This is an optimization exercise on Yosys and OpenROAD, whose aim is small area, a short achievable clock period and few clock cycles per item, not a production implementation. The RTL was checked by simulation tests, not by an equivalence proof against the original design.

## softmax
module softmax #(
    parameter N  = 8,
    parameter NS = 16,                
    parameter L  = 5                  
) (
    input  wire        clk,
    input  wire        rst_n,
    input  wire        in_valid,
    input  wire [31:0] in_data,
    output wire        in_ready,
    output wire        out_valid,
    output wire [31:0] out_data,
    output wire        out_last
);
For scale: roughly 11000 cells after synthesis, about 70 I/O pins.
clock: 16.0 ns
lec_check: 0
cap_margin: 20
core_margin: 2
core_utilization: 40
slew_margin: 20
standard.sh (not shown) runs the stock make flow with config.mk's settings and CLKGATE_MAP_FILE= SYNTH_SCRIPT=/design/flow/synth_recipe.tcl, a recipe that flattens the netlist after the stock synthesis.
==> flow/flow/run.sh <==
#!/bin/bash
# The standard layout (standard.sh), with ORFS's repair_timing asked for a
# larger setup margin so that it also works on paths that already meet the
# clock period. The SDC (clock period and I/O delays) is the design's.
set -e
export SETUP_SLACK_MARGIN=${MARGIN:-11.5}
bash standard.sh > standard.log 2>&1
Testbench counts at the start, summed over its fixed seeds: cycles 4,123, vectors 192.
Edit:
--- a/flow/design.v
+++ b/flow/design.v
@@ -1419,24 +1419,25 @@
     wire x1_ok  = x1_full && !x1_blk;
     wire x1_big = (x1_c3 != 4'd0);
     wire g_p   = fin2 && !full[id2];
     wire g_x   = x1_ok && !x1_big && !full[ei] && !g_p;
     wire       wsel = g_p || g_x;
     wire [3:0] widx = g_p ? id2 : ei;
     wire fr1   = (st2 == EMPTY) || g_p;
     wire ld    = x1_ok && x1_big && fr1;
     wire x1_go = ld || g_x;
     wire xa_go = xa_full && (!x1_full || x1_go);
     wire x0_go = x0_full && (!xa_full || xa_go);
-    reg  nrdy;                        
-    assign in_ready = !nrdy;
+    reg  nrdy;
+    reg  rdy_o;
+    assign in_ready = rdy_o;
     wire take  = in_valid && !nrdy;
     wire        sa_go = se_v && !sb && !pending;
     wire        fetch = nf[sp] && (!se_v || sa_go);
     wire [30:0] s_cur;
     add_norm u_sn (.z(acc_z), .ec(acc_e), .lz(acc_lz), .nlz(acc_nlz), .s(s_cur));
     wire [23:0] sx_nx, sy_nx;
     wire [7:0]  sec_nx;
     add_pos_a u_sa (.a(se), .b(s_cur), .x(sx_nx), .y(sy_nx), .ec(sec_nx));
     wire [23:0] sz_nx;
     wire [4:0]  slz_nx;
     wire [7:0]  snlz_nx;
@@ -1522,22 +1523,23 @@
                 acc_e   <= 8'd0;
                 acc_lz  <= 5'd0;
                 acc_nlz <= 8'd0;
             end else if (dv_go) begin
                 rd_cnt <= rd_cnt + 4'd1;
                 rp     <= inc(rp);
                 lane   <= {lane[L-2:0], lane[L-1]};
             end
         end
     end
     always @(posedge clk) begin
+        rdy_o <= !((take || (x0_full && !x0_go)) && (x0_go || (xa_full && !xa_go)));
         if (take)
             x0 <= in_data;
         if (x0_go) begin
             xa_w   <= w0;
             xa_lc  <= lc0;
             xa_neg <= neg0;
         end
         if (xa_go) begin
             x1_c1  <= c1;
             x1_c2  <= c2;
             x1_c3  <= c3;
The new run went through all stages and came out clean; worst hold slack gains 0.0033 ns; utilization rises by 0.70 points; final cell count barely changes; synthesized cell count falls by 0.72%; cell area rises by 0.70%; register-to-register slack loses 0.13 ns; clock skew hardly moves; first-iteration DRC count rises by 4.0%; count of clock-buffer cells in the layout rises by 10; die area falls by 0.66%; synthesized area falls by 0.67%; routed wire length rises by 2.4%.
Testbench counts after the change, summed over its fixed seeds: cycles 4,123, vectors 192.

--- another note on this design; it stands on its own ---

## softmax
module softmax #(
    parameter N  = 8,
    parameter NS = 12,                
    parameter L  = 4                  
) (
    input  wire        clk,
    input  wire        rst_n,
    input  wire        in_valid,
    input  wire [31:0] in_data,
    output wire        in_ready,
    output wire        out_valid,
    output wire [31:0] out_data,
    output wire        out_last
);
Size in the first run: roughly 1,500 flip-flops, roughly 70 I/O pins.
==> flow/config.mk <==
export PLATFORM = sky130hd
export DESIGN_NAME = softmax
export DESIGN_NICKNAME = softmax
export VERILOG_FILES = /design/flow/design.v
export SDC_FILE = /design/flow/constraint.sdc
export NUM_CORES = 4
export LEC_CHECK = 0
export CAP_MARGIN = 20
export CORE_MARGIN = 2
export CORE_UTILIZATION = 40
export SLEW_MARGIN = 20
==> flow/constraint.sdc <==
create_clock -name core_clock -period 16.0 [get_ports {clk}]
set_input_delay 3.2000 -clock core_clock [delete_from_list [all_inputs] [get_ports {clk}]]
set_output_delay 3.2000 -clock core_clock [all_outputs]
set_load 0.01 [all_outputs]
run.sh (not shown) runs the stock make flow with config.mk's settings and CLKGATE_MAP_FILE= SYNTH_SCRIPT=/design/flow/synth_recipe.tcl, a recipe that flattens the netlist after the stock synthesis.
Testbench counts at the start, summed over its fixed seeds: cycles 5,182, vectors 192.
Edit:
==> flow/flow/run.sh (new file) <==
#!/bin/bash
# The standard layout (standard.sh), with ORFS's repair_timing asked for a
# larger setup margin so that it also works on paths that already meet the
# clock period. The SDC (clock period and I/O delays) is the design's.
set -e
export SETUP_SLACK_MARGIN=${MARGIN:-11.5}
bash standard.sh > standard.log 2>&1
==> flow/standard.sh (new file) <==
#!/bin/bash
# synth_recipe.tcl (not shown) runs the flow's synth.tcl, then flattens the netlist and writes it again
# the make line also repeats each setting of config.mk as NAME=value (left out here)
make -C /OpenROAD-flow-scripts/flow DESIGN_CONFIG=/design/flow/config.mk WORK_HOME=/design/flow/orfs CLKGATE_MAP_FILE= SYNTH_SCRIPT=/design/flow/synth_recipe.tcl "${@:-finish}"
removed: flow/run.sh
=> The changed run ran to the end with no violations. Design area increases by 1.8%. Clock skew is higher by 5.6 ps. Flip-flop and latch count stays the same. Non-clock buffer count is higher by 116. Core utilization climbs by 0.79 points. Final cell count increases by 0.92%.

## port drivers added, routing unchanged
The results above use ideal ports. As a check the final layouts listed here were re-extracted and re-timed, cells and wires unchanged. Step 1: set_driving_cell puts a clkbuf_16 on clk and a buf_2 on each other input, an assumption about the parent block. Step 2 times the ports against the registers' clock, not the clock port: input delays grow and output delays shrink by t, the midpoint of the rising clock arrivals with the driver on. Slacks: ideal / step 1 / step 2; pairs: ideal / step 1.
| run | t, ns | slack for setup (ns) | worst setup path at the end | worst data-port slew with drivers (ns) |
|---|---|---|---|---|
| the first run of note 1 | 0.978 | 11.289 / 11.192 / 11.174 | input to register | 0.04 |
| the second run of note 1 | 0.973 | 11.308 / 11.212 / 11.331 | input to register | 0.05 |
| the first run of note 2 | 0.899 | 9.582 / 9.582 / 9.582 | register to register | 0.07 |
| the second run of note 2 | 0.927 | 11.248 / 11.164 / 11.282 | input, reset recovery | 0.06 |
After both steps setup and hold are still met in every run listed. The setup slack of the first run of note 1, which loses most, moves by -0.097 ns with the drivers and by -0.115 ns with both steps. The worst setup slack also covers recovery checks on asynchronous resets.
